Background: an optimization exercise with open tools, aiming at small area, a short achievable clock period and few clock cycles. Do not read the settings as production practice. The RTL was checked by simulation tests, not by an equivalence proof against the original design. No activity file was given, so power comes from the tool's default toggle rates.

**design/flow/design.v**
```verilog
module TPU(
    clk,
    rst_n,
    in_valid,
    K,
    M,
    N,
    busy,
    A_wr_en,
    A_index,
    A_data_in,
    A_data_out,
    B_wr_en,
    B_index,
    B_data_in,
    B_data_out,
    C_wr_en,
    C_index,
    C_data_in,
    C_data_out
);
input clk;
input rst_n;
input            in_valid;
input [7:0]      K;
input [7:0]      M;
input [7:0]      N;
output  reg      busy;
output           A_wr_en;
output [15:0]    A_index;
output [31:0]    A_data_in;
input  [31:0]    A_data_out;
output           B_wr_en;
output [15:0]    B_index;
output [31:0]    B_data_in;
input  [31:0]    B_data_out;
output           C_wr_en;
output [15:0]    C_index;
output [127:0]   C_data_in;
input  [127:0]   C_data_out;
reg  [7:0] k_end;        
reg  [2:0] pad1;         
reg        k_one;        
reg  [5:0] mt_last;      
reg        mt_zero;      
reg  [3:0] last_rows;    
reg  [3:0] top_row;      
wire [7:0] m_dec      = M - 8'd1;
wire [7:0] n_dec      = N - 8'd1;
wire [7:0] k_dec      = K - 8'd1;
wire [5:0] mt_last_in = m_dec[7:2];                      
wire [5:0] nt_last_in = n_dec[7:2];                      
wire       m_one_tile = (M[7:3] == 5'd0) & ~(M[2] & |M[1:0]);    
wire       n_one_tile = (N[7:3] == 5'd0) & ~(N[2] & |N[1:0]);    
wire       k_small    = (K[7:2] == 6'd0);                
wire [7:0] k_end_in   = k_small ? 8'd3 : k_dec;
always @(posedge clk) begin
    if (in_valid) begin
        k_end     <= k_end_in;
        pad1      <= k_small ? 3'd5 - {1'b0, K[1:0]} : 3'd1;
        k_one     <= (K == 8'd1);
        mt_last   <= mt_last_in;
        mt_zero   <= m_one_tile;
        case (M[1:0])
            2'd1:    begin last_rows <= 4'b0001; top_row <= 4'b0001; end
            2'd2:    begin last_rows <= 4'b0011; top_row <= 4'b0010; end
            2'd3:    begin last_rows <= 4'b0111; top_row <= 4'b0100; end
            default: begin last_rows <= 4'b1111; top_row <= 4'b1000; end
        endcase
    end
end
reg        issuing;
reg  [7:0] kd;           
reg  [5:0] id, jd;       
reg        f_te;         
reg        f_k0;         
reg        f_kv;         
reg        f_kl;         
reg        f_ie;         
reg        f_je;         
reg [13:0] a_addr, b_addr, b_base;
always @(posedge clk or negedge rst_n) begin
    if (!rst_n)                          issuing <= 1'b0;
    else if (in_valid)                   issuing <= 1'b1;
    else if (f_te & f_ie & f_je)         issuing <= 1'b0;
end
always @(posedge clk) begin
    if (in_valid) begin
        kd     <= k_end_in;
        id     <= mt_last_in;
        jd     <= nt_last_in;
        f_te   <= 1'b0;
        f_k0   <= 1'b1;
        f_kv   <= 1'b1;
        f_kl   <= (K == 8'd1);
        f_ie   <= m_one_tile;
        f_je   <= n_one_tile;
        a_addr <= 14'd0;
        b_addr <= 14'd0;
        b_base <= 14'd0;
    end else if (issuing) begin
        f_k0 <= f_te;
        if (f_te) begin
            kd   <= k_end;
            f_te <= 1'b0;
            f_kv <= 1'b1;
            f_kl <= k_one;
            if (f_ie) begin
                id     <= mt_last;
                f_ie   <= mt_zero;
                jd     <= jd - 6'd1;
                f_je   <= (jd == 6'd1);
                a_addr <= 14'd0;
                b_base <= b_addr + {13'd0, f_kv};
                b_addr <= b_addr + {13'd0, f_kv};
            end else begin
                id     <= id - 6'd1;
                f_ie   <= (id == 6'd1);
                a_addr <= a_addr + {13'd0, f_kv};
                b_addr <= b_base;
            end
        end else begin
            kd   <= kd - 8'd1;
            f_te <= (kd == 8'd1);
            f_kv <= (kd >= {5'd0, pad1});
            f_kl <= (kd == {5'd0, pad1});
            if (f_kv) begin
                a_addr <= a_addr + 14'd1;
                b_addr <= b_addr + 14'd1;
            end
        end
    end
end
assign A_wr_en   = 1'b0;
assign A_data_in = 32'd0;
assign B_wr_en   = 1'b0;
assign B_data_in = 32'd0;
assign A_index   = {2'd0, a_addr};
assign B_index   = {2'd0, b_addr};
wire       iss_v   = issuing & f_kv;
wire       iss_clr = issuing & f_k0;
wire       iss_wr  = iss_v & f_kl;
wire [3:0] wmask   = f_ie ? last_rows : 4'hF;
wire [3:0] fmask   = (f_ie & f_je) ? top_row : 4'h0;
reg  [31:0] a_q, b_q;
always @(posedge clk) begin
    a_q <= A_data_out & {32{iss_v}};
    b_q <= B_data_out;
end
reg  [31:0] b_d [1:3];
reg  [7:0]  a1_d1, a2_d1, a2_d2, a3_d1, a3_d2, a3_d3;
always @(posedge clk) begin
    b_d[1] <= b_q;
    b_d[2] <= b_d[1];
    b_d[3] <= b_d[2];
    a1_d1  <= a_q[23:16];
    a2_d1  <= a_q[15:8];
    a2_d2  <= a2_d1;
    a3_d1  <= a_q[7:0];
    a3_d2  <= a3_d1;
    a3_d3  <= a3_d2;
end
wire [9:0]  a3_row [0:3];
reg  [9:0]  tq0, tq1, tq2, tq3;
wire [7:0]  lane0 = A_data_out[31:24];
always @(posedge clk) begin
    tq0 <= ({2'b00, lane0} + {1'b0, lane0, 1'b0}) & {10{iss_v}};
    tq1 <= {2'b00, a_q[23:16]} + {1'b0, a_q[23:16], 1'b0};
    tq2 <= {2'b00, a2_d1} + {1'b0, a2_d1, 1'b0};
    tq3 <= {2'b00, a3_d2} + {1'b0, a3_d2, 1'b0};
end
assign a3_row[0] = tq0;
assign a3_row[1] = tq1;
assign a3_row[2] = tq2;
assign a3_row[3] = tq3;
wire [7:0]  a_row [0:3];
wire [31:0] b_row [0:3];
assign a_row[0] = a_q[31:24];
assign a_row[1] = a1_d1;
assign a_row[2] = a2_d2;
assign a_row[3] = a3_d3;
assign b_row[0] = b_q;
assign b_row[1] = b_d[1];
assign b_row[2] = b_d[2];
assign b_row[3] = b_d[3];
reg        clr_d [0:3][0:2];
reg        clr_c [0:3];
reg  [4:0] wr_d [0:3];
reg  [4:0] fin_d [0:3];
wire [3:0] wr_row, fin_row;
always @(posedge clk) begin
    clr_d[1][0] <= iss_clr;
    clr_d[2][0] <= iss_clr;
    clr_d[2][1] <= clr_d[2][0];
    clr_d[3][0] <= iss_clr;
    clr_d[3][1] <= clr_d[3][0];
    clr_d[3][2] <= clr_d[3][1];
    clr_c[0]    <= iss_clr;
    clr_c[1]    <= clr_d[1][0];
    clr_c[2]    <= clr_d[2][1];
    clr_c[3]    <= clr_d[3][2];
end
genvar r, c;
generate
    for (r = 0; r < 4; r = r + 1) begin : flag
        always @(posedge clk or negedge rst_n) begin
            if (!rst_n) begin
                wr_d[r]  <= 5'd0;
                fin_d[r] <= 5'd0;
            end else begin
                wr_d[r]  <= {wr_d[r][3:0], iss_wr & wmask[r]};
                fin_d[r] <= {fin_d[r][3:0], iss_wr & fmask[r]};
            end
        end
        assign wr_row[r]  = wr_d[r][r+1];
        assign fin_row[r] = fin_d[r][r+1];
    end
endgenerate
wire [23:0] acc_x [0:3][0:3];
wire [23:0] acc_y [0:3][0:3];
generate
    for (r = 0; r < 4; r = r + 1) begin : row
        for (c = 0; c < 4; c = c + 1) begin : pe
            TPU_mac mac (
                .clk (clk),
                .clr (clr_c[r]),
                .a   (a_row[r]),
                .b   (b_row[r][31-8*c -: 8]),
                .a3  (a3_row[r]),
                .x   (acc_x[r][c]),
                .y   (acc_y[r][c])
            );
        end
    end
endgenerate
reg [23:0] out_q [0:3];
reg [3:0]  sel;
always @(posedge clk) sel <= {wr_d[3][3], wr_d[2][2], wr_d[1][1], wr_d[0][0]};
reg        wr_q, fin_q;
reg [13:0] c_addr;
generate
    for (c = 0; c < 4; c = c + 1) begin : cout
        wire [23:0] sx = ({24{sel[0]}} & acc_x[0][c]) | ({24{sel[1]}} & acc_x[1][c])
                       | ({24{sel[2]}} & acc_x[2][c]) | ({24{sel[3]}} & acc_x[3][c]);
        wire [23:0] sy = ({24{sel[0]}} & acc_y[0][c]) | ({24{sel[1]}} & acc_y[1][c])
                       | ({24{sel[2]}} & acc_y[2][c]) | ({24{sel[3]}} & acc_y[3][c]);
        always @(posedge clk) out_q[c] <= sx + sy;
        assign C_data_in[127-32*c -: 32] = {8'd0, out_q[c]};
    end
endgenerate
always @(posedge clk or negedge rst_n) begin
    if (!rst_n) begin
        wr_q  <= 1'b0;
        fin_q <= 1'b0;
    end else begin
        wr_q  <= |wr_row;
        fin_q <= |fin_row;
    end
end
always @(posedge clk or negedge rst_n) begin
    if (!rst_n)         c_addr <= 14'd0;
    else if (in_valid)  c_addr <= 14'd0;
    else if (wr_q)      c_addr <= c_addr + 14'd1;
end
assign C_wr_en = wr_q;
assign C_index = {2'd0, c_addr};
always @(posedge clk or negedge rst_n) begin
    if (!rst_n)          busy <= 1'b0;
    else if (in_valid)   busy <= 1'b1;
    else if (fin_q)      busy <= 1'b0;
end
endmodule
module TPU_mac (
    input             clk,
    input             clr,
    input      [7:0]  a,
    input      [7:0]  b,
    input      [9:0]  a3,    
    output     [23:0] x,
    output     [23:0] y
);
reg  [23:0] xr;
reg  [4:0] yr;
wire [23:0] xt = xr;
wire [23:0] xc = xt & {24{~clr}};
wire [23:0] yfull;
assign yfull[0] = 1'b0;
assign yfull[1] = 1'b0;
assign yfull[2] = 1'b0;
assign yfull[3] = 1'b0;
assign yfull[4] = yr[0];
assign yfull[5] = 1'b0;
assign yfull[6] = 1'b0;
assign yfull[7] = 1'b0;
assign yfull[8] = yr[1];
assign yfull[9] = 1'b0;
assign yfull[10] = 1'b0;
assign yfull[11] = 1'b0;
assign yfull[12] = yr[2];
assign yfull[13] = 1'b0;
assign yfull[14] = 1'b0;
assign yfull[15] = 1'b0;
assign yfull[16] = yr[3];
assign yfull[17] = 1'b0;
assign yfull[18] = 1'b0;
assign yfull[19] = 1'b0;
assign yfull[20] = yr[4];
assign yfull[21] = 1'b0;
assign yfull[22] = 1'b0;
assign yfull[23] = 1'b0;
wire [23:0] yc = yfull & {24{~clr}};
wire [9:0] m1 = {2'b00, a};
wire [9:0] m2 = {1'b0, a, 1'b0};
wire s0_1 = ~b[1] &  b[0];
wire s0_2 =  b[1] & ~b[0];
wire s0_3 =  b[1] &  b[0];
wire q0_0 = (s0_1 & m1[0]) | (s0_2 & m2[0]) | (s0_3 & a3[0]);
wire q0_1 = (s0_1 & m1[1]) | (s0_2 & m2[1]) | (s0_3 & a3[1]);
wire q0_2 = (s0_1 & m1[2]) | (s0_2 & m2[2]) | (s0_3 & a3[2]);
wire q0_3 = (s0_1 & m1[3]) | (s0_2 & m2[3]) | (s0_3 & a3[3]);
wire q0_4 = (s0_1 & m1[4]) | (s0_2 & m2[4]) | (s0_3 & a3[4]);
wire q0_5 = (s0_1 & m1[5]) | (s0_2 & m2[5]) | (s0_3 & a3[5]);
wire q0_6 = (s0_1 & m1[6]) | (s0_2 & m2[6]) | (s0_3 & a3[6]);
wire q0_7 = (s0_1 & m1[7]) | (s0_2 & m2[7]) | (s0_3 & a3[7]);
wire q0_8 = (s0_1 & m1[8]) | (s0_2 & m2[8]) | (s0_3 & a3[8]);
wire q0_9 = (s0_1 & m1[9]) | (s0_2 & m2[9]) | (s0_3 & a3[9]);
wire s1_1 = ~b[3] &  b[2];
wire s1_2 =  b[3] & ~b[2];
wire s1_3 =  b[3] &  b[2];
wire q1_0 = (s1_1 & m1[0]) | (s1_2 & m2[0]) | (s1_3 & a3[0]);
wire q1_1 = (s1_1 & m1[1]) | (s1_2 & m2[1]) | (s1_3 & a3[1]);
wire q1_2 = (s1_1 & m1[2]) | (s1_2 & m2[2]) | (s1_3 & a3[2]);
wire q1_3 = (s1_1 & m1[3]) | (s1_2 & m2[3]) | (s1_3 & a3[3]);
wire q1_4 = (s1_1 & m1[4]) | (s1_2 & m2[4]) | (s1_3 & a3[4]);
wire q1_5 = (s1_1 & m1[5]) | (s1_2 & m2[5]) | (s1_3 & a3[5]);
wire q1_6 = (s1_1 & m1[6]) | (s1_2 & m2[6]) | (s1_3 & a3[6]);
wire q1_7 = (s1_1 & m1[7]) | (s1_2 & m2[7]) | (s1_3 & a3[7]);
wire q1_8 = (s1_1 & m1[8]) | (s1_2 & m2[8]) | (s1_3 & a3[8]);
wire q1_9 = (s1_1 & m1[9]) | (s1_2 & m2[9]) | (s1_3 & a3[9]);
wire s2_1 = ~b[5] &  b[4];
wire s2_2 =  b[5] & ~b[4];
wire s2_3 =  b[5] &  b[4];
wire q2_0 = (s2_1 & m1[0]) | (s2_2 & m2[0]) | (s2_3 & a3[0]);
wire q2_1 = (s2_1 & m1[1]) | (s2_2 & m2[1]) | (s2_3 & a3[1]);
wire q2_2 = (s2_1 & m1[2]) | (s2_2 & m2[2]) | (s2_3 & a3[2]);
wire q2_3 = (s2_1 & m1[3]) | (s2_2 & m2[3]) | (s2_3 & a3[3]);
wire q2_4 = (s2_1 & m1[4]) | (s2_2 & m2[4]) | (s2_3 & a3[4]);
wire q2_5 = (s2_1 & m1[5]) | (s2_2 & m2[5]) | (s2_3 & a3[5]);
wire q2_6 = (s2_1 & m1[6]) | (s2_2 & m2[6]) | (s2_3 & a3[6]);
wire q2_7 = (s2_1 & m1[7]) | (s2_2 & m2[7]) | (s2_3 & a3[7]);
wire q2_8 = (s2_1 & m1[8]) | (s2_2 & m2[8]) | (s2_3 & a3[8]);
wire q2_9 = (s2_1 & m1[9]) | (s2_2 & m2[9]) | (s2_3 & a3[9]);
wire s3_1 = ~b[7] &  b[6];
wire s3_2 =  b[7] & ~b[6];
wire s3_3 =  b[7] &  b[6];
wire q3_0 = (s3_1 & m1[0]) | (s3_2 & m2[0]) | (s3_3 & a3[0]);
wire q3_1 = (s3_1 & m1[1]) | (s3_2 & m2[1]) | (s3_3 & a3[1]);
wire q3_2 = (s3_1 & m1[2]) | (s3_2 & m2[2]) | (s3_3 & a3[2]);
wire q3_3 = (s3_1 & m1[3]) | (s3_2 & m2[3]) | (s3_3 & a3[3]);
wire q3_4 = (s3_1 & m1[4]) | (s3_2 & m2[4]) | (s3_3 & a3[4]);
wire q3_5 = (s3_1 & m1[5]) | (s3_2 & m2[5]) | (s3_3 & a3[5]);
wire q3_6 = (s3_1 & m1[6]) | (s3_2 & m2[6]) | (s3_3 & a3[6]);
wire q3_7 = (s3_1 & m1[7]) | (s3_2 & m2[7]) | (s3_3 & a3[7]);
wire q3_8 = (s3_1 & m1[8]) | (s3_2 & m2[8]) | (s3_3 & a3[8]);
wire q3_9 = (s3_1 & m1[9]) | (s3_2 & m2[9]) | (s3_3 & a3[9]);
wire t1 = xc[2] ^ q0_2;
wire t2 = xc[2] & q0_2;
wire t3 = xc[3] ^ q0_3 ^ q1_1;
wire t4 = (xc[3] & q0_3) | (xc[3] & q1_1) | (q0_3 & q1_1);
wire t5 = xc[4] ^ yc[4] ^ q0_4;
wire t6 = (xc[4] & yc[4]) | (xc[4] & q0_4) | (yc[4] & q0_4);
wire t7 = q1_2 ^ q2_0;
wire t8 = q1_2 & q2_0;
wire t9 = xc[5] ^ q0_5 ^ q1_3;
wire t10 = (xc[5] & q0_5) | (xc[5] & q1_3) | (q0_5 & q1_3);
wire t11 = q2_1 ^ t8 ^ t6;
wire t12 = (q2_1 & t8) | (q2_1 & t6) | (t8 & t6);
wire t13 = xc[6] ^ q0_6 ^ q1_4;
wire t14 = (xc[6] & q0_6) | (xc[6] & q1_4) | (q0_6 & q1_4);
wire t15 = q2_2 ^ q3_0 ^ t10;
wire t16 = (q2_2 & q3_0) | (q2_2 & t10) | (q3_0 & t10);
wire t17 = t13 ^ t12;
wire t18 = t13 & t12;
wire t19 = xc[7] ^ q0_7 ^ q1_5;
wire t20 = (xc[7] & q0_7) | (xc[7] & q1_5) | (q0_7 & q1_5);
wire t21 = q2_3 ^ q3_1 ^ t14;
wire t22 = (q2_3 & q3_1) | (q2_3 & t14) | (q3_1 & t14);
wire t23 = t19 ^ t16 ^ t21;
wire t24 = (t19 & t16) | (t19 & t21) | (t16 & t21);
wire t25 = xc[8] ^ yc[8] ^ q0_8;
wire t26 = (xc[8] & yc[8]) | (xc[8] & q0_8) | (yc[8] & q0_8);
wire t27 = q1_6 ^ q2_4 ^ q3_2;
wire t28 = (q1_6 & q2_4) | (q1_6 & q3_2) | (q2_4 & q3_2);
wire t29 = t20 ^ t25 ^ t27;
wire t30 = (t20 & t25) | (t20 & t27) | (t25 & t27);
wire t31 = xc[9] ^ q0_9 ^ q1_7;
wire t32 = (xc[9] & q0_9) | (xc[9] & q1_7) | (q0_9 & q1_7);
wire t33 = q2_5 ^ q3_3 ^ t26;
wire t34 = (q2_5 & q3_3) | (q2_5 & t26) | (q3_3 & t26);
wire t35 = t28 ^ t31 ^ t30;
wire t36 = (t28 & t31) | (t28 & t30) | (t31 & t30);
wire t37 = xc[10] ^ q1_8 ^ q2_6;
wire t38 = (xc[10] & q1_8) | (xc[10] & q2_6) | (q1_8 & q2_6);
wire t39 = q3_4 ^ t32 ^ t37;
wire t40 = (q3_4 & t32) | (q3_4 & t37) | (t32 & t37);
wire t41 = t34 ^ t39;
wire t42 = t34 & t39;
wire t43 = xc[11] ^ q1_9 ^ q2_7;
wire t44 = (xc[11] & q1_9) | (xc[11] & q2_7) | (q1_9 & q2_7);
wire t45 = q3_5 ^ t38 ^ t43;
wire t46 = (q3_5 & t38) | (q3_5 & t43) | (t38 & t43);
wire t47 = t40 ^ t45;
wire t48 = t40 & t45;
wire t49 = xc[12] ^ yc[12] ^ q2_8;
wire t50 = (xc[12] & yc[12]) | (xc[12] & q2_8) | (yc[12] & q2_8);
wire t51 = q3_6 ^ t44 ^ t49;
wire t52 = (q3_6 & t44) | (q3_6 & t49) | (t44 & t49);
wire t53 = xc[13] ^ q2_9 ^ q3_7;
wire t54 = (xc[13] & q2_9) | (xc[13] & q3_7) | (q2_9 & q3_7);
wire t55 = t50 ^ t53;
wire t56 = t50 & t53;
wire t57 = xc[14] ^ q3_8 ^ t54;
wire t58 = (xc[14] & q3_8) | (xc[14] & t54) | (q3_8 & t54);
wire t59 = xc[15] ^ q3_9;
wire t60 = xc[15] & q3_9;
wire [4:0] ch0 = {1'b0, t2, q1_0, xc[1], xc[0]} + {1'b0, t3, t1, q0_1, q0_0};
wire [4:0] ch4 = {1'b0, t18, t15, t9, t7} + {1'b0, t23, t17, t11, t4} + {4'd0, t5};
wire [4:0] ch8 = {1'b0, t42, t41, t33, t22} + {1'b0, t47, t36, t35, t29} + {4'd0, t24};
wire [4:0] ch12 = {1'b0, t59, t56, t55, t46} + {1'b0, t58, t57, t52, t51} + {4'd0, t48};
wire [4:0] ch16 = {1'b0, xc[19], xc[18], xc[17], xc[16]} + {1'b0, 1'b0, 1'b0, 1'b0, yc[16]} + {4'd0, t60};
wire [4:0] ch20 = {1'b0, xc[23], xc[22], xc[21], xc[20]} + {1'b0, 1'b0, 1'b0, 1'b0, yc[20]};
always @(posedge clk) begin
    xr <= {ch20[3], ch20[2], ch20[1], ch20[0], ch16[3], ch16[2], ch16[1], ch16[0], ch12[3], ch12[2], ch12[1], ch12[0], ch8[3], ch8[2], ch8[1], ch8[0], ch4[3], ch4[2], ch4[1], ch4[0], ch0[3], ch0[2], ch0[1], ch0[0]};
    yr <= {ch16[4], ch12[4], ch8[4], ch4[4], ch0[4]};
end
assign x = xt;
assign y = yfull;
endmodule
```
**design/flow/run.sh**
```bash
#!/bin/bash
# synth_recipe.tcl (not shown) runs the flow's synth.tcl, then flattens the netlist and writes it again
# the make line also repeats each setting of config.mk as NAME=value (left out here)
make -C /OpenROAD-flow-scripts/flow DESIGN_CONFIG=/design/flow/config.mk WORK_HOME=/design/flow/orfs CLKGATE_MAP_FILE= SYNTH_SCRIPT=/design/flow/synth_recipe.tcl finish
```
**design/flow/config.mk**
```make
export PLATFORM = sky130hd
export DESIGN_NAME = TPU
export DESIGN_NICKNAME = TPU
export VERILOG_FILES = /design/flow/design.v
export SDC_FILE = /design/flow/constraint.sdc
export NUM_CORES = 4
export LEC_CHECK = 0
export ABC_AREA = 1
export CAP_MARGIN = 20
export CORE_MARGIN = 2
export CORE_UTILIZATION = 55
export PLACE_DENSITY = 0.7
export SETUP_SLACK_MARGIN = 4.7
export SLEW_MARGIN = 20
```
**design/flow/constraint.sdc**
```tcl
create_clock -name core_clock -period 8.0 [get_ports {clk}]
set_input_delay 1.6000 -clock core_clock [delete_from_list [all_inputs] [get_ports {clk}]]
set_output_delay 1.6000 -clock core_clock [all_outputs]
set_load 0.01 [all_outputs]
```
==> flow_metrics.tcl, run 1 <==
set metrics [dict create \
    status "timing/DRC/antenna clean" \
    cts_root_buf "clkbuf_16" \
    p_leak_nw 35.9 \
    worst_slew_pin_slew_ps 1180 \
    drc 0 \
    grt-ovfl-total 0 \
    grt_max_degree 78 \
    cpPeakStageDelay_ps 490 \
    irDropWorstVdd_mv 0.234 \
    post_drt_wl_per_cell_um 22.9 \
    grt_pass1_wl_mm 332 \
    io_buffers 230 \
    io_pins 463 \
    power_density_nw_per_um2 284 \
    timing.rr.start "tq0[6]" \
    crit_chain "clkinvlp_4 -> buf_4 -> o221ai_1 -> fa_1 -> fa_1 -> ha_1 -> ha_1 -> a21oi_1 -> o21ai_0 -> xor2_1" \
    synth_seq_area_share 0.312 \
    fin_util 0.659 \
    cts-htree-levels 3 \
    setup_viol 0 \
    rsz0062_at_grt "true" \
    drive_above_1_share 0.137 \
    crit_slowest_cell "fa_1" \
    antenna_found_initial 18 \
    hpwl_mm 162 \
    ys.warnings.count 14 \
    min_to "a3_d1[1]" \
    synth_flop_cell "dfxtp_1" \
    cts_tree "done" \
    yosysMostFrequentCell "nand2_1" \
    finalPower_mw 21.4 \
    hold_violations 0 \
    firstDrtPassIters 9 \
    nets 9436 \
    r2r_cells 10 \
    first_iter_violations 6993 \
    clockBufferDepth 3 \
    setup-tns-final_ps 0 \
    fillerInstances 9542 \
    final_cell_count_no_fill 9875 \
    clock_latency_ps 730 \
    maxCapViolCount 0 \
    synth_area_um2 63400 \
    finalMaxSlewViolations 0 \
    synth_common_cells "1694 x nand2_1, 1309 x inv_1, 857 x dfxtp_1, 673 x nor2_1, 500 x fa_1" \
    die_h_um 343 \
    startpoint_type "flip-flop" \
    synthTopCellsByArea "dfxtp_1 27%, fa_1 16%, nand2_1 10%" \
    cts.sinks 951 \
    place_congestion 1.04 \
    slew_headroom 0.206 \
    worstSetupPathType "flip-flop to flip-flop" \
    die_w_um 343 \
    rrSetupSlack_ps 4720 \
    start_util 0.554 \
    syn_avg_cell_area_um2 8.06 \
    final_antenna_net_count 0 \
    clkTransAtPathRegs_ps 60 \
    max_freq_ghz 0.305 \
    via_per_inst 5.84 \
    cts_buffers 104 \
    syn2layout_area_growth_pct 18.8 \
    hold_path_class "flip-flop to flip-flop" \
    core_um2 114000 \
    holdPathStages 0 \
    ctsHoldBuffers 0 \
    ys_types 55 \
    post-route-period-util 0.410 \
    fin_skew_ps 68.9 \
    track_usage 0.374 \
    path_max_fanout 6 \
    fin_crit_ps 3280 \
    rows 124 \
    async_reset_ff_frac 0.0484 \
    worstHoldStart "a_q[1]" \
    synth-seq-cells 951 \
    synth_top_area_cell "dfxtp_1" \
    grt_pass1_vias 55400 \
    synth_edf_count 48 \
    dr_total_vias 57700 \
    synth_top_area_frac 0.271 \
    end_kind "flip-flop" \
    critical_path_required_ps 8600 \
    design.die.area_um2 118000 \
    r2r_end "row[0].pe[0].mac.xr[11]" \
    dpl.cell_count 9402 \
    routed_wirelength_mm 226 \
    synthCells 7864 \
    crit_arrival_ps 3890 \
]
[through the flow]
step	hold slack, ps	setup WS [ps]	instance area, um2
floorplan	310	4650	63800
global placement	313	3370	66500
detailed placement	312	3270	66500
CTS	323	4660	73000
global route	327	4630	75300
finish	322	4720	75300
[state kept, by name, summed over array words and instances, names as in the netlist, 9 cells and up]
signal and flops:
tq1 9, wr_d 14, tq3 9, fin_d 14
tq0 9, b_addr 14, b_base 14, a_q 32
row.pe.mac.xr 384, tq2 9, row.pe.mac.yr 80, out_q 96
b_d 96, b_q 32, a_addr 14, c_addr 14
[cell usage in the layout, fill, tap and decap left out, types with 28 or more instances in the layout]
cell type and count:
nand4_1 49, fa_2 52, o22ai_1 218, xor2_1 191, dfxtp_2 87, clkdlybuf4s50_1 197, buf_12 46, inv_2 51
ha_1 446, dfrtp_1 44, nor2_1 607, o221ai_1 235, buf_6 28, o21ai_0 165, dfxtp_4 64, clkinvlp_4 55
nor2_4 48, nor2_2 44, nand2_2 105, xnor2_1 55, conb_1 104, dfxtp_1 706, nand2_1 1583, fa_1 448
clkbuf_16 110, nand3_1 269, nor3_1 57, edfxtp_1 48, buf_4 231, a21oi_1 380, inv_1 1234
[logic make-up after synthesis]
| group | count (synthesis) | share of synthesized area |
|---|---|---|
| and+or+nand+nor | 2802 | 0.177 |
| buffers and inverters | 1711 | 0.110 |
| AOI/OAI and AO/OA | 1197 | 0.119 |
| adders and majority gates | 952 | 0.247 |
| DFF | 951 | 0.312 |
| xor gates and xnor gates | 248 | 0.0343 |
| muxes | 2 | 0.000316 |
| other | 1 | 0.0000592 |
[critical path: cells and delay by family (launching register included)]
family | cells | cell delay, ps
compound gates | 3 | 560
xor+xnor | 1 | 150
fa+ha+maj | 4 | 1560
buf+inv | 2 | 460
flops | 1 | 450
[where the power goes]
part | total, mW | switching (mW) | internal (mW)
logic | 9.38 | 5.47 | 3.91
registers | 6.66 | 0.789 | 5.87
clock network | 5.34 | 2.19 | 3.15
[area by class of cell]
class                      count  area [um2]  share of cell area
antenna                        7        17.5            0.000233
clock buffer                 129        2890              0.0384
clock inverter                68         942              0.0125
inverter                    1351        5400              0.0717
multi-input combinational   5305       38500               0.511
sequential                   951       20100               0.267
tap                         1512        1890              0.0251
timing repair buffer         548        5570              0.0739
timing repair inverter         4        28.8            0.000382
[metal layers]
layer	routed length, um	part of all wire	GRT usage	up-vias
met1	85500	0.38	0.476	27200
met3	26300	0.12	0.0953	1005
met4	17200	0.076	0.228	18
met5	121	0.00054	0	-
met2	96800	0.43	0.571	3604
li1	-	-	-	25900
[what timing repair did]
item / CTS / global route
buffers inserted: 169 / 91
resized for setup: 441 / 428
cloned: 6 / 3
pin swaps: 6 / 48
setup endpoints to repair: 298 / 149
[how the worst max path moves through the flow]
stage / from / to / slack, ps / cells after the start
final: tq0[6] / row[0].pe[0].mac.xr[11] / 4720 / 10
after global placement: a_q[30] / row[0].pe[1].mac.yr[3] / 3370 / 11
after floorplan: a1_d1[6] / row[1].pe[0].mac.xr[9] / 4650 / 11
after CTS: b_d[2][3] / row[2].pe[3].mac.xr[13] / 4660 / 11
after detailed placement: a_q[30] / row[0].pe[1].mac.yr[3] / 3270 / 11
after global routing: tq2[9] / row[2].pe[3].mac.yr[3] / 4630 / 12
Testbench counts, summed over its fixed seeds: cycles 122,601.
==> run 2, diff against run 1 <==
--- a/design/flow/config.mk
+++ b/design/flow/config.mk
@@ -10,5 +10,5 @@
 export CORE_MARGIN = 2
 export CORE_UTILIZATION = 55
 export PLACE_DENSITY = 0.7
-export SETUP_SLACK_MARGIN = 4.7
+export SETUP_SLACK_MARGIN = 4.6
 export SLEW_MARGIN = 20
==> run 2 against run 1 <==
Via count down 1.4%. Fmax down 2.8%. Clock skew down 21 ps. Count of clock-buffer cells in the layout down 2. Sequential share of layout area up 0.33 points. Sequential power up 0.9%. Clock power down 2%. Critical path type unchanged. Largest cell class unchanged.
==> flow_metrics.tcl, run 2 <==
set metrics [dict create \
    drive_above_1_share 0.110 \
    path_max_fanout 7 \
    holdPathStages 0 \
    hold_path_class "flip-flop to flip-flop" \
    start_util 0.554 \
    synth_seq_area_share 0.312 \
    setup-tns-final_ps 0 \
    clkTransAtPathRegs_ps 70 \
    grt_max_degree 69 \
    grt-ovfl-total 0 \
    synth_top_area_frac 0.271 \
    end_kind "flip-flop" \
    synthAdderAreaFrac 0.247 \
    cp_common_cell "fa_1" \
    final_antenna_net_count 0 \
    async_reset_ff_frac 0.0484 \
    cts.sinks 951 \
    ys_types 55 \
    nets 9362 \
    startpoint_type "flip-flop" \
    track_usage 0.377 \
    crit_start "tq3[6]" \
    most-common-layout-cells "1617 x nand2_1, 1263 x inv_1, 742 x dfxtp_1" \
    timing.rr.start "tq3[6]" \
    firstDrtPassIters 7 \
    post_drt_wl_per_cell_um 23.1 \
    max_freq_ghz 0.296 \
    synth_flop_cell "dfxtp_1" \
    slew_headroom 0.344 \
    synth_top_area_cell "dfxtp_1" \
    dr_total_vias 56900 \
    syn_avg_cell_area_um2 8.06 \
    design.die.area_um2 118000 \
    p_leak_nw 35.3 \
    critical_path_required_ps 8590 \
    worstSetupPathType "flip-flop to flip-flop" \
    crit_slowest_cell "fa_2" \
    synth_top_family_by_area "adder cells" \
    finalMaxSlewViolations 0 \
    first_iter_violations 6836 \
    r2r_cells 10 \
    largest_register_ffs 384 \
    fillerInstances 9815 \
    crit_chain "clkinvlp_4 -> buf_6 -> o221ai_1 -> fa_1 -> fa_1 -> inv_1 -> fa_1 -> fa_2 -> fa_2 -> inv_1" \
    cts-htree-levels 3 \
    top_register "row.pe.mac.xr" \
    io_buffers 230 \
    syn2layout_area_growth_pct 16.6 \
    antenna_found_initial 17 \
    cts_buffers 105 \
    hold_violations 0 \
    post-route-period-util 0.422 \
    power_density_nw_per_um2 286 \
    drc 0 \
    layout_setup_ws_ps 4620 \
    ys.warnings.count 14 \
    synth_xor_area_frac 0.0343 \
    die_h_um 343 \
    synth_compound_area_frac 0.119 \
    rows 124 \
    worstHoldStart "a3_d1[1]" \
    synth-seq-cells 951 \
    yosysMostFrequentCell "nand2_1" \
    cts_tree "done" \
    synth_edf_count 48 \
    dpl_worst_slack_ps 3250 \
    setup_viol 0 \
    largestRegisters "row.pe.mac.xr: 384 flops, b_d: 96 flops, out_q: 96 flops" \
    io_pins 463 \
    via_per_inst 5.81 \
    clock_latency_ps 740 \
    worst_slew_pin_slew_ps 984 \
    crit_arrival_ps 3970 \
    final_common_cell "nand2_1" \
    synth_common_cells "1694 x nand2_1, 1309 x inv_1, 857 x dfxtp_1, 673 x nor2_1, 500 x fa_1" \
    hpwl_mm 165 \
    fin_crit_ps 3380 \
    core_um2 114000 \
    synthCells 7864 \
    maxCapViolCount 0 \
    fin_skew_ps 47.6 \
    place_congestion 1.02 \
    die_w_um 343 \
    grt_pass1_wl_mm 333 \
    status "timing/DRC/antenna clean" \
    irDropWorstVdd_mv 0.245 \
    cpPeakStageDelay_ps 540 \
    rsz0062_at_grt "true" \
    routed_wirelength_mm 226 \
    grt_pass1_vias 55100 \
    synthTopCellsByArea "dfxtp_1 27%, fa_1 16%, nand2_1 10%" \
    cts_root_buf "clkbuf_16" \
    synthMuxAreaShare 0.000316 \
    synth-simple-area-share 0.177 \
    clockBufferDepth 3 \
    synth_area_um2 63400 \
    ctsHoldBuffers 0 \
]
-- run 2: cell types whose count changed in the layout (fill, tap and decap cells not counted), sizes merged, moves of 6 or more --
cell	before	now
dlygate4sd2	26	7
clkinv	41	51
diode	7	1
clkinvlp	56	50
buf	314	236
clkdlybuf4s50	197	220
-- run 2: per-stage QoR --
stage                     total power, mW  area (um2)  hold slack (ps)   util  instances
after global placement               14.7       66500              311  0.582       9410
after global routing                 22.5       73900              329  0.646       9795
after floorplan                      12.5       63800              310      -       7967
after detailed placement             15.1       66500              312  0.582       9410
final                                21.1       73900              324  0.646       9796
after CTS                            20.7       72300              323  0.633       9737
-- run 2: what timing repair did --
| action | in CTS | in global routing |
|---|---|---|
| endpoints found under the setup margin | 245 | 123 |
| hold endpoints to repair | 0 | 0 |
| pin swaps | 3 | 18 |
| gates resized for setup | 296 | 324 |
| buffers inserted | 119 | 54 |
| cloned | 9 | 4 |
-- run 2: logic make-up after synthesis --
kind of cell,count (synthesis)
flip-flops,951
other,1
AO/OA/AOI/OAI,1197
multiplexers,2
buffers and inverters,1711
AND/OR/NAND/NOR,2802
XOR/XNOR,248
adder cells (fa/ha/maj),952
-- run 2: worst paths after layout --
check | endpoint | slack (ps)
setup / recovery | row[3].pe[3].mac.xr[9] | 4620
hold / removal | a3_d2[1] | 320
setup reg to reg | row[3].pe[3].mac.xr[9] | 4620
hold reg to reg | a3_d2[1] | 320
max in group asynchronous | wr_q | 6700
min in group asynchronous | issuing | 860
-- run 2: critical path: cells and delay by family, from the launching register on --
| kind | cells | cell delay [ps] |
|---|---|---|
| fa+ha+maj | 5 | 2230 |
| buf+inv | 4 | 440 |
| flops | 1 | 390 |
| compound gates | 1 | 170 |
-- run 2: area by class of cell --
cell class                 count  area, um2  area share
antenna                        1       2.50   0.0000339
clock buffer                 127       2820      0.0382
clock inverter                72        915      0.0124
inverter                    1351       5370      0.0727
multi-input combinational   5305      38000       0.514
sequential                   951      20000       0.270
tap                         1512       1890      0.0256
timing repair buffer         472       4940      0.0668
timing repair inverter         5       33.8    0.000457
-- run 2: report_power, final --
part,total (mW),switching (mW),internal [mW]
clock network,5.23,2.22,3.01
registers,6.72,0.844,5.88
logic,9.17,5.39,3.78
-- run 2: metal layers --
metal	track usage	up-vias	part of all wire
met1	0.472	26900	0.38
met5	0	-	0.00084
met4	0.227	22	0.073
met3	0.100	902	0.11
met2	0.584	3341	0.44
li1	-	25700	-
==> run 3, diff against run 2 <==
--- a/design/flow/config.mk
+++ b/design/flow/config.mk
@@ -10,5 +10,5 @@
 export CORE_MARGIN = 2
 export CORE_UTILIZATION = 55
 export PLACE_DENSITY = 0.7
-export SETUP_SLACK_MARGIN = 4.6
+export SETUP_SLACK_MARGIN = 4.8
 export SLEW_MARGIN = 20
==> run 3 against run 2 <==
Still clean on timing, DRC and antenna. Sequential cell count unchanged. Utilization grew 3.3 points. Clock skew is 16 ps lower. Area after synthesis is the same. Worst setup slack better by 76 ps. Fmax grew 2.3%. Wire length grew 3.5%. Non-clock buffer count increased by 205. Critical path type unchanged. Highest routed layer unchanged.
==> flow_metrics.tcl, run 3 <==
set metrics [dict create \
    io_pins 463 \
    fillerInstances 9188 \
    swShare 0.399 \
    critical_path_required_ps 8620 \
    drive_above_1_share 0.170 \
    grt_max_degree 78 \
    startpoint_type "flip-flop" \
    fin_skew_ps 31.8 \
    slew_headroom 0.363 \
    finalMaxSlewViolations 0 \
    p_leak_nw 37.8 \
    hold_path_class "flip-flop to flip-flop" \
    cts_buffers 105 \
    yosysMostFrequentCell "nand2_1" \
    hpwl_mm 161 \
    place_area_um2 66500 \
    synth-seq-cells 951 \
    path_max_fanout 7 \
    synthTopCellsByArea "dfxtp_1 27%, fa_1 16%, nand2_1 10%" \
    clkTransAtPathRegs_ps 60 \
    async_reset_ff_frac 0.0484 \
    setup-tns-final_ps 0 \
    fin_util 0.679 \
    intPower_mw 13.1 \
    hold_violations 0 \
    nets 9566 \
    synth_flop_cell "dfxtp_1" \
    syn_avg_cell_area_um2 8.06 \
    final_cell_area_um2 77700 \
    cts-htree-levels 3 \
    cts.sinks 951 \
    start_util 0.554 \
    drc 0 \
    grt-ovfl-total 0 \
    fin_crit_ps 3300 \
    synth_area_um2 63400 \
    crit_arrival_ps 3920 \
    clock_power_share 0.241 \
    via_per_inst 5.90 \
    place_congestion 1.03 \
    routed_wirelength_mm 234 \
    grt_pass1_vias 56000 \
    largest_register_ffs 384 \
    die_w_um 343 \
    cts_tree "done" \
    maxCapViolCount 0 \
    most-common-layout-cells "1563 x nand2_1, 1203 x inv_1, 687 x dfxtp_1" \
    synth_top_area_cell "dfxtp_1" \
    post-route-period-util 0.413 \
    max_freq_ghz 0.303 \
    core_um2 114000 \
    worstSetupPathType "flip-flop to flip-flop" \
    synth_edf_count 48 \
    synthCells 7864 \
    power_frac_comb 0.453 \
    synth_top_area_frac 0.271 \
    firstDrtPassIters 10 \
    worst_slew_pin_slew_ps 945 \
    top_register "row.pe.mac.xr" \
    ys.warnings.count 14 \
    status "timing/DRC/antenna clean" \
    irDropWorstVdd_mv 0.203 \
    ctsHoldBuffers 0 \
    synth_common_cells "1694 x nand2_1, 1309 x inv_1, 857 x dfxtp_1, 673 x nor2_1, 500 x fa_1" \
    first_iter_violations 7154 \
    grt_pass1_wl_mm 338 \
    end_kind "flip-flop" \
    power_density_nw_per_um2 282 \
    switchingPower_mw 8.72 \
    synth_seq_area_share 0.312 \
    clock_latency_ps 740 \
    io_buffers 230 \
    syn2layout_area_growth_pct 22.5 \
    design.die.area_um2 118000 \
    dr_total_vias 59000 \
    largestRegisters "row.pe.mac.xr: 384 flops, b_d: 96 flops, out_q: 96 flops" \
    final_antenna_net_count 0 \
    post_drt_wl_per_cell_um 23.4 \
    cts_root_buf "clkbuf_16" \
    clockBufferDepth 3 \
    setup_viol 0 \
    track_usage 0.382 \
    rsz0062_at_grt "true" \
    antenna_found_initial 22 \
    sequentialPowerShare 0.305 \
    ys_types 55 \
    rows 124 \
    final_common_cell "nand2_1" \
    die_h_um 343 \
]
[run 3: cell types whose count changed in the layout (fill, tap and decap cells not counted), sizes merged, moves of 2 or more]
cell           change
clkbuf            +13
bufbuf             +7
dlymetal6s2s      +39
inv               -16
diode              +2
clkinvlp           +6
clkdlybuf4s50    -119
clkinv             -2
buf              +196
dlygate4sd2       +80
[run 3: layout make-up]
type                            count  area (um2)  area share
Timing Repair Buffer              677        7010      0.0903
Clock inverter                     60         817      0.0105
Sequential cell                   951       20200       0.260
Timing Repair inverter              4        28.8    0.000370
Antenna cell                        3        7.51   0.0000966
Clock buffer                      138        2970      0.0382
Multi-Input combinational cell   5305       39200       0.505
Tap cell                         1512        1890      0.0244
Inverter                         1351        5540      0.0713
[run 3: kinds of logic after synthesis]
family	after synthesis	synth area share
mux	2	0.000316
xor+xnor	248	0.0343
flops	951	0.312
simple gates	2802	0.177
buf+inv	1711	0.110
other cells	1	0.0000592
compound gates	1197	0.119
fa+ha+maj	952	0.247
[run 3: repair_timing]
action	CTS	global route
gates cloned	17	6
setup endpoints to repair	347	201
buffers inserted	207	164
resized for setup	747	525
pin swaps	17	108
[run 3: critical path: stages (launching register included)]
cell and delay [ps]:
dfxtp_2 450, clkinvlp_4 140, buf_4 200, o22ai_1 180, a21oi_1 110, fa_1 410, inv_1 70, fa_1 150
inv_1 50, fa_1 430, inv_1 110, fa_2 220, inv_1 60, fa_2 540, inv_1 40
[run 3: final timing paths]
kind | from | end | slack [ps] | depth (start not counted)
max reg2reg | tq2[5] | row[2].pe[0].mac.xr[9] | 4700 | 14
max in group asynchronous | rst_n | wr_q | 6710 | 1
min in group asynchronous | rst_n | issuing | 860 | 1
max | tq2[5] | row[2].pe[0].mac.xr[9] | 4700 | 14
min | a_q[11] | a2_d1[3] | 320 | 0
min reg2reg | a_q[11] | a2_d1[3] | 320 | 0
[run 3: through the flow]
step	hold slack (ps)	total power [mW]	setup WS (ps)	instances
2_1_floorplan	310	12.6	4720	7967
6_report	324	21.9	4700	10000
4_1_cts	325	20.9	4780	9828
5_1_grt	328	23.3	4650	9998
3_3_place_gp	313	14.6	3410	9405
3_5_place_dp	312	14.9	3330	9406
[run 3: power by group through the flow]
stage / logic (mW) / clock network [mW] / registers [mW]
after global placement: 7.95 / 0 / 6.67
after global routing: 11.0 / 5.51 / 6.72
after floorplan: 6.25 / 0 / 6.30
after detailed placement: 8.25 / 0 / 6.69
after CTS: 8.94 / 5.32 / 6.62
final: 9.91 / 5.28 / 6.68
[run 3: per-layer routing]
metal | GRT usage | part of all wire | up-vias
met5 | 0 | 0.00072 | -
met4 | 0.250 | 0.088 | 24
met3 | 0.108 | 0.13 | 1216
met2 | 0.576 | 0.42 | 4073
met1 | 0.482 | 0.36 | 27400
li1 | - | - | 26200
==> run 4, diff against run 3 <==
--- a/design/flow/design.v
+++ b/design/flow/design.v
@@ -144,7 +144,7 @@
 wire [3:0] fmask   = (f_ie & f_je) ? top_row : 4'h0;
 reg  [31:0] a_q, b_q;
 always @(posedge clk) begin
-    a_q <= A_data_out & {32{iss_v}};
+    a_q <= A_data_out;
     b_q <= B_data_out;
 end
 reg  [31:0] b_d [1:3];
@@ -164,7 +164,7 @@
 reg  [9:0]  tq0, tq1, tq2, tq3;
 wire [7:0]  lane0 = A_data_out[31:24];
 always @(posedge clk) begin
-    tq0 <= ({2'b00, lane0} + {1'b0, lane0, 1'b0}) & {10{iss_v}};
+    tq0 <= {2'b00, lane0} + {1'b0, lane0, 1'b0};
     tq1 <= {2'b00, a_q[23:16]} + {1'b0, a_q[23:16], 1'b0};
     tq2 <= {2'b00, a2_d1} + {1'b0, a2_d1, 1'b0};
     tq3 <= {2'b00, a3_d2} + {1'b0, a3_d2, 1'b0};
--- a/design/flow/config.mk
+++ b/design/flow/config.mk
@@ -10,5 +10,5 @@
 export CORE_MARGIN = 2
 export CORE_UTILIZATION = 55
 export PLACE_DENSITY = 0.7
-export SETUP_SLACK_MARGIN = 4.8
+export SETUP_SLACK_MARGIN = 4.7
 export SLEW_MARGIN = 20
==> run 4 against run 3 <==
Worst setup slack worse by 41 ps. Wire length is 1.7% lower. Largest power group unchanged. Still clean. Utilization down 2.2 points. Sequential cell count did not move. Area after synthesis down 0.63%. Total power decreased by 6.9%. Critical path type unchanged. Sequential power about the same. Via count is 2.7% lower. Hold slack lost 6.0 ps. Non-clock buffer count shrank 101. Fmax decreased by 1.2%. Synthesized cell count shrank 0.92%.
==> flow_metrics.tcl, run 4 <==
set metrics [dict create \
    synthTopCellsByArea "dfxtp_1 27%, fa_1 16%, nand2_1 10%" \
    synth_top_area_cell "dfxtp_1" \
    power_density_nw_per_um2 272 \
    top_register "row.pe.mac.xr" \
    final_common_cell "nand2_1" \
    grt_max_degree 73 \
    synth_common_cells "1698 x nand2_1, 1278 x inv_1, 857 x dfxtp_1, 686 x nor2_1, 500 x fa_1" \
    maxCapViolCount 0 \
    track_usage 0.381 \
    hold_violations 0 \
    grt_pass1_wl_mm 335 \
    finalMaxSlewViolations 0 \
    io_buffers 230 \
    synth_flop_cell "dfxtp_1" \
    firstDrtPassIters 8 \
    worstSetupPathType "flip-flop to flip-flop" \
    grt-ovfl-total 0 \
    dpl.cell_count 9333 \
    synthCells 7792 \
    synth_edf_count 48 \
    hpwl_mm 164 \
    async_reset_ff_frac 0.0484 \
    rows 124 \
    routed_wirelength_mm 230 \
    startpoint_type "flip-flop" \
    clock_latency_ps 730 \
    clkTransAtPathRegs_ps 70 \
    place_congestion 1.01 \
    start_util 0.552 \
    cts-htree-levels 3 \
    largest_register_ffs 384 \
    final_cell_count_no_fill 9831 \
    worst_slew_pin_slew_ps 975 \
    setup-tns-final_ps 0 \
    die_h_um 342 \
    nets 9399 \
    cts_tree "done" \
    antenna_found_initial 17 \
    drive_above_1_share 0.132 \
    final_antenna_net_count 0 \
    drc 0 \
    syn_avg_cell_area_um2 8.08 \
    p_leak_nw 35.7 \
    synth-seq-cells 951 \
    min_to "a2_d1[3]" \
    layout_setup_ws_ps 4660 \
    via_per_inst 5.83 \
    ys.warnings.count 14 \
    worstHoldStart "a_q[11]" \
    fin_skew_ps 34.1 \
    critical_path_required_ps 8620 \
    max_freq_ghz 0.299 \
    r2r_cells 10 \
    holdPathStages 0 \
    grt_pass1_vias 54500 \
    post-route-period-util 0.418 \
    status "timing/DRC/antenna clean" \
    hold_path_class "flip-flop to flip-flop" \
    timing.rr.start "b_d[3][30]" \
    ys_types 53 \
    largestRegisters "row.pe.mac.xr: 384 flops, b_d: 96 flops, out_q: 96 flops" \
    first_iter_violations 6475 \
    io_pins 463 \
    cts.sinks 951 \
    end_kind "flip-flop" \
    synth_top_area_frac 0.272 \
    r2r_end "row[3].pe[0].mac.xr[9]" \
    most-common-layout-cells "1595 x nand2_1, 1214 x inv_1, 717 x dfxtp_1" \
    cts_buffers 104 \
    clockBufferDepth 3 \
    irDropWorstVdd_mv 0.237 \
    synth_seq_area_share 0.314 \
    slew_headroom 0.343 \
    die_w_um 342 \
    fin_crit_ps 3340 \
    yosysMostFrequentCell "nand2_1" \
    crit_arrival_ps 3960 \
    setup_viol 0 \
    post_drt_wl_per_cell_um 23.4 \
    rsz0062_at_grt "true" \
    dr_total_vias 57400 \
    ctsHoldBuffers 0 \
    syn2layout_area_growth_pct 18.9 \
    cts_root_buf "clkbuf_16" \
    dpl_worst_slack_ps 3450 \
    core_um2 114000 \
    synth_area_um2 63000 \
    path_max_fanout 7 \
    rrSetupSlack_ps 4660 \
    design.die.area_um2 117000 \
]
## run 4: worst max path at each step
stage / slack, ps / from / end
after CTS: 4660 / tq3[9] / row[3].pe[2].mac.yr[3]
after detailed placement: 3450 / a3_d3[6] / row[3].pe[2].mac.yr[3]
final: 4660 / b_d[3][30] / row[3].pe[0].mac.xr[9]
after global placement: 3420 / a3_d3[6] / row[3].pe[2].mac.yr[3]
after floorplan: 4690 / clr_c[2] / row[2].pe[2].mac.xr[13]
after global routing: 4610 / sel[0] / out_q[1][20]
## run 4: cell families after synthesis
family | synth area share
simple gates | 0.177
buf+inv | 0.107
compound gates | 0.118
fa+ha+maj | 0.249
flops | 0.314
xor+xnor | 0.0359
other cells | 0.0000595
mux | 0.000159
## run 4: area by class of cell
cell class / count / area, um2
inverter: 1300 / 5230
multi-input combinational: 5287 / 38300
clock buffer: 135 / 2870
timing repair buffer: 576 / 5800
antenna: 5 / 12.5
tap: 1512 / 1890
sequential: 951 / 20100
timing repair inverter: 7 / 48.8
clock inverter: 58 / 683
fill: 9594 / 39100
## run 4: per-layer routing
metal	vias to the layer above	share of wire	global-route usage
met2	3602	0.42	0.572
met5	-	0.00095	0
met4	24	0.083	0.249
met3	1016	0.12	0.108
li1	25800	-	-
met1	27000	0.37	0.481
## run 4: worst max-delay path: stages (launching register included)
cell and delay, ps:
dfxtp_1 360, inv_1 60, nor2_1 480, a21oi_1 210, fa_1 510, inv_1 50, fa_1 380, fa_1 530
inv_1 70, fa_2 550, inv_1 40
## run 4: repair_timing
action | CTS | global route
gates resized for setup | 447 | 383
gates cloned | 12 | 6
endpoints found under the setup margin | 288 | 159
pin swaps | 5 | 33
setup buffers | 177 | 105
## run 4: power by group
part	switching [mW]	internal (mW)
clock	2.16	2.88
combinational	5.04	3.62
sequential	0.812	5.83
## run 4: metrics by stage
step	power (mW)	util	hold slack, ps	cell area [um2]
2_1_floorplan	12.1	-	310	63500
3_3_place_gp	14.0	0.580	314	66100
3_5_place_dp	14.3	0.580	312	66100
4_1_cts	19.8	0.637	326	72700
5_1_grt	21.7	0.657	331	74900
6_report	20.4	0.657	318	74900
Testbench counts of run 4, summed over its fixed seeds: cycles 122,601.
==> run 5, diff against run 4 <==
--- a/design/flow/config.mk
+++ b/design/flow/config.mk
@@ -6,9 +6,9 @@
 export NUM_CORES = 4
 export LEC_CHECK = 0
 export ABC_AREA = 1
-export CAP_MARGIN = 20
+export CAP_MARGIN = 10
 export CORE_MARGIN = 2
 export CORE_UTILIZATION = 55
 export PLACE_DENSITY = 0.7
 export SETUP_SLACK_MARGIN = 4.7
-export SLEW_MARGIN = 20
+export SLEW_MARGIN = 10
==> run 5 against run 4 <==
Still clean. Cell area is the same. Fmax barely moved. Sequential share of layout area did not move. Via count is 0.22% higher. Clock power barely moved. Sequential power about the same. First-iteration DRC count increased by 4.7%. Die area unchanged. Non-clock buffer count stayed put. Worst setup slack gained 2.1 ps. Count of clock-buffer cells in the layout is the same. Utilization unchanged. Critical path type unchanged. Largest power group unchanged. Highest routed layer unchanged.
==> flow_metrics.tcl, run 5 <==
set metrics [dict create \
    antenna_found_initial 17 \
    sequentialPowerShare 0.327 \
    synth_seq_area_share 0.314 \
    top_register "row.pe.mac.xr" \
    io_pins 463 \
    setup-tns-final_ps 0 \
    status "timing/DRC/antenna clean" \
    cts_root_buf "clkbuf_16" \
    start_util 0.552 \
    hold_path_class "flip-flop to flip-flop" \
    synth-simple-area-share 0.177 \
    fillerInstances 9596 \
    core_um2 114000 \
    rows 124 \
    ys_types 53 \
    intPower_mw 12.3 \
    synth_top_family_by_area "adder cells" \
    worstSetupPathType "flip-flop to flip-flop" \
    synth_edf_count 48 \
    design.die.area_um2 117000 \
    clockBufferDepth 3 \
    syn_avg_cell_area_um2 8.08 \
    layout_setup_ws_ps 4660 \
    switchingPower_mw 8.00 \
    synth-seq-cells 951 \
    crit_slowest_cell "xor2_1" \
    synth_top_area_frac 0.272 \
    startpoint_type "flip-flop" \
    largest_register_ffs 384 \
    ctsHoldBuffers 0 \
    final_antenna_net_count 0 \
    path_max_fanout 46 \
    crit_family "simple AND/OR/NAND/NOR gates" \
    firstDrtPassIters 10 \
    slew_headroom 0.303 \
    post-route-period-util 0.418 \
    cts_tree "done" \
    swShare 0.393 \
    synthAdderAreaFrac 0.249 \
    synth_flop_cell "dfxtp_1" \
    crit_chain "buf_8 -> nand2_1 -> nand4_1 -> ha_1 -> ha_1 -> inv_1 -> nor3_2 -> xor2_1" \
    power_frac_comb 0.426 \
    grt_pass1_vias 54500 \
    async_reset_ff_frac 0.0484 \
    largestRegisters "row.pe.mac.xr: 384 flops, b_d: 96 flops, out_q: 96 flops" \
    yosysMostFrequentCell "nand2_1" \
    synthTopCellsByArea "dfxtp_1 27%, fa_1 16%, nand2_1 10%" \
    via_per_inst 5.85 \
    irDropWorstVdd_mv 0.237 \
    ys.warnings.count 14 \
    cts_buffers 104 \
    grt-ovfl-total 0 \
    end_kind "flip-flop" \
    cts.sinks 951 \
    synth_top_area_cell "dfxtp_1" \
    clock_latency_ps 720 \
    critical_path_required_ps 8530 \
    hold_violations 0 \
    synth_area_um2 63000 \
    synthMuxAreaShare 0.000159 \
    cp_common_cell "ha_1" \
    synthCells 7792 \
    path_buf_inv 2 \
    power_density_nw_per_um2 272 \
    fin_skew_ps 28.9 \
    max_freq_ghz 0.299 \
    rsz0062_at_grt "true" \
    die_h_um 342 \
    dr_total_vias 57500 \
    cpPeakStageDelay_ps 660 \
    first_iter_violations 6781 \
    grt_max_degree 73 \
    drc 0 \
    routed_wirelength_mm 230 \
    final_common_cell "nand2_1" \
    maxCapViolCount 0 \
    synth_compound_area_frac 0.118 \
    worst_slew_pin_slew_ps 1030 \
    p_leak_nw 35.7 \
    die_w_um 342 \
    place_congestion 1.01 \
    post_drt_wl_per_cell_um 23.4 \
    fin_crit_ps 3340 \
    multi_input_area_um2 38300 \
    nets 9399 \
    clkTransAtPathRegs_ps 60 \
    most-common-layout-cells "1595 x nand2_1, 1214 x inv_1, 717 x dfxtp_1" \
    synth_xor_area_frac 0.0359 \
    synth_common_cells "1698 x nand2_1, 1278 x inv_1, 857 x dfxtp_1, 686 x nor2_1, 500 x fa_1" \
    finalMaxSlewViolations 0 \
    drive_above_1_share 0.132 \
    grt_pass1_wl_mm 335 \
    setup_viol 0 \
    syn2layout_area_growth_pct 18.9 \
    io_buffers 230 \
    register_area_um2 20100 \
    cts-htree-levels 3 \
    crit_arrival_ps 3870 \
    clock_power_share 0.248 \
    hpwl_mm 164 \
    dpl_worst_slack_ps 3450 \
    track_usage 0.381 \
]
==> run 5: power by group through the flow <==
stage / Clock, mW / Combinational, mW / Sequential [mW]
detailed placement: 0 / 7.65 / 6.67
floorplan: 0 / 5.81 / 6.26
CTS: 5.09 / 8.10 / 6.58
global placement: 0 / 7.38 / 6.66
finish: 5.04 / 8.66 / 6.64
global route: 5.27 / 9.72 / 6.69
==> run 5: metrics by stage <==
stage          power [mW]  hold WS (ps)  utilization  std cells  cell area [um2]
3_3_place_gp         14.0           314        0.580       9333            66100
2_1_floorplan        12.1           310            -       7895            63500
5_1_grt              21.7           331        0.657       9826            74900
4_1_cts              19.8           326        0.637       9715            72700
6_report             20.3           318        0.657       9832            74900
3_5_place_dp         14.3           312        0.580       9333            66100
==> run 5: worst register-to-register path, cell delays in order, from the launching register on <==
cell	delay, ps
dfxtp_4	560
buf_8	350
nand2_1	330
nand4_1	210
ha_1	310
ha_1	290
inv_1	130
nor3_2	340
xor2_1	660
==> run 5: routing by layer <==
metal / vias up / GRT usage / routed length (um)
li1: 25800 / - / -
met1: 26900 / 0.481 / 85200
met3: 1045 / 0.108 / 28400
met2: 3723 / 0.572 / 96700
met4: 22 / 0.249 / 19300
met5: - / 0 / 182
==> run 5: path summary, 6_finish.rpt <==
path                            cells after the start  slack, ps          end  startpoint
worst max-delay path                                8       4660  out_q[2][8]      sel[3]
worst min-delay path                                0        320     a2_d1[3]     a_q[11]
worst max register to register                      8       4660  out_q[2][8]      sel[3]
worst min register to register                      0        320     a2_d1[3]     a_q[11]
max in group asynchronous                           1       6250         wr_q       rst_n
min in group asynchronous                           1       1060    c_addr[3]       rst_n
==> run 5: area by class of cell <==
type / count / area share
Multi-Input combinational cell: 5287 / 0.511
Clock inverter: 58 / 0.00912
Inverter: 1300 / 0.0699
Clock buffer: 135 / 0.0383
Tap cell: 1512 / 0.0253
Timing Repair inverter: 7 / 0.000651
Timing Repair Buffer: 576 / 0.0774
Sequential cell: 951 / 0.268
Antenna cell: 6 / 0.000200
==> run 5: kinds of logic after synthesis <==
group                      Yosys count
xor gates and xnor gates           258
muxes                                1
other                                1
and+or+nand+nor                   2791
DFF                                951
buffers and inverters             1657
adders and majority gates          953
AOI/OAI and AO/OA                 1180
==> run 5: timing repair <==
| action | in CTS | in global routing |
|---|---|---|
| endpoints found under the hold margin | 0 | 0 |
| gates cloned | 12 | 6 |
| pin swaps | 5 | 33 |
| gates resized for setup | 447 | 383 |
| setup endpoints to repair | 288 | 159 |
| setup buffers | 177 | 105 |

[separate check: timing with driven ports]
Ports are ideal in the flow. The routed layouts listed here were re-timed in OpenROAD. Step 1 (the two cells are an assumption about what drives the block):
set clk [get_ports {clk}]
set_driving_cell -lib_cell sky130_fd_sc_hd__clkbuf_16 $clk
set_driving_cell -lib_cell sky130_fd_sc_hd__buf_2 [delete_from_list [all_inputs] $clk]
Step 2 moves the port delays by t, midway between the first and last clock arrival at a register: inputs arrive t later, outputs are due t later. That takes back most of the time a late clock gives input paths. Three values: ideal ports, drivers, drivers and shift; two values: the first two.
run	t, ns	setup WS [ns]	worst hold slack (ns)	pins driven straight from the clock port
run 1	0.779	4.716 / 4.664 / 4.362	0.322 / 0.322 / 0.322	1
run 2	0.799	4.623 / 4.551 / 4.367	0.324 / 0.324 / 0.324	1
run 3	0.811	4.699 / 4.699 / 4.333	0.324 / 0.324 / 0.324	1
run 4	0.791	4.658 / 4.658 / 4.261	0.318 / 0.318 / 0.318	1
run 5	0.788	4.660 / 4.659 / 4.261	0.318 / 0.318 / 0.318	1
After both steps setup and hold are still met in every run listed. The setup slack of run 5, which loses most, moves by -0.001 ns with the drivers and by -0.399 ns with both steps.
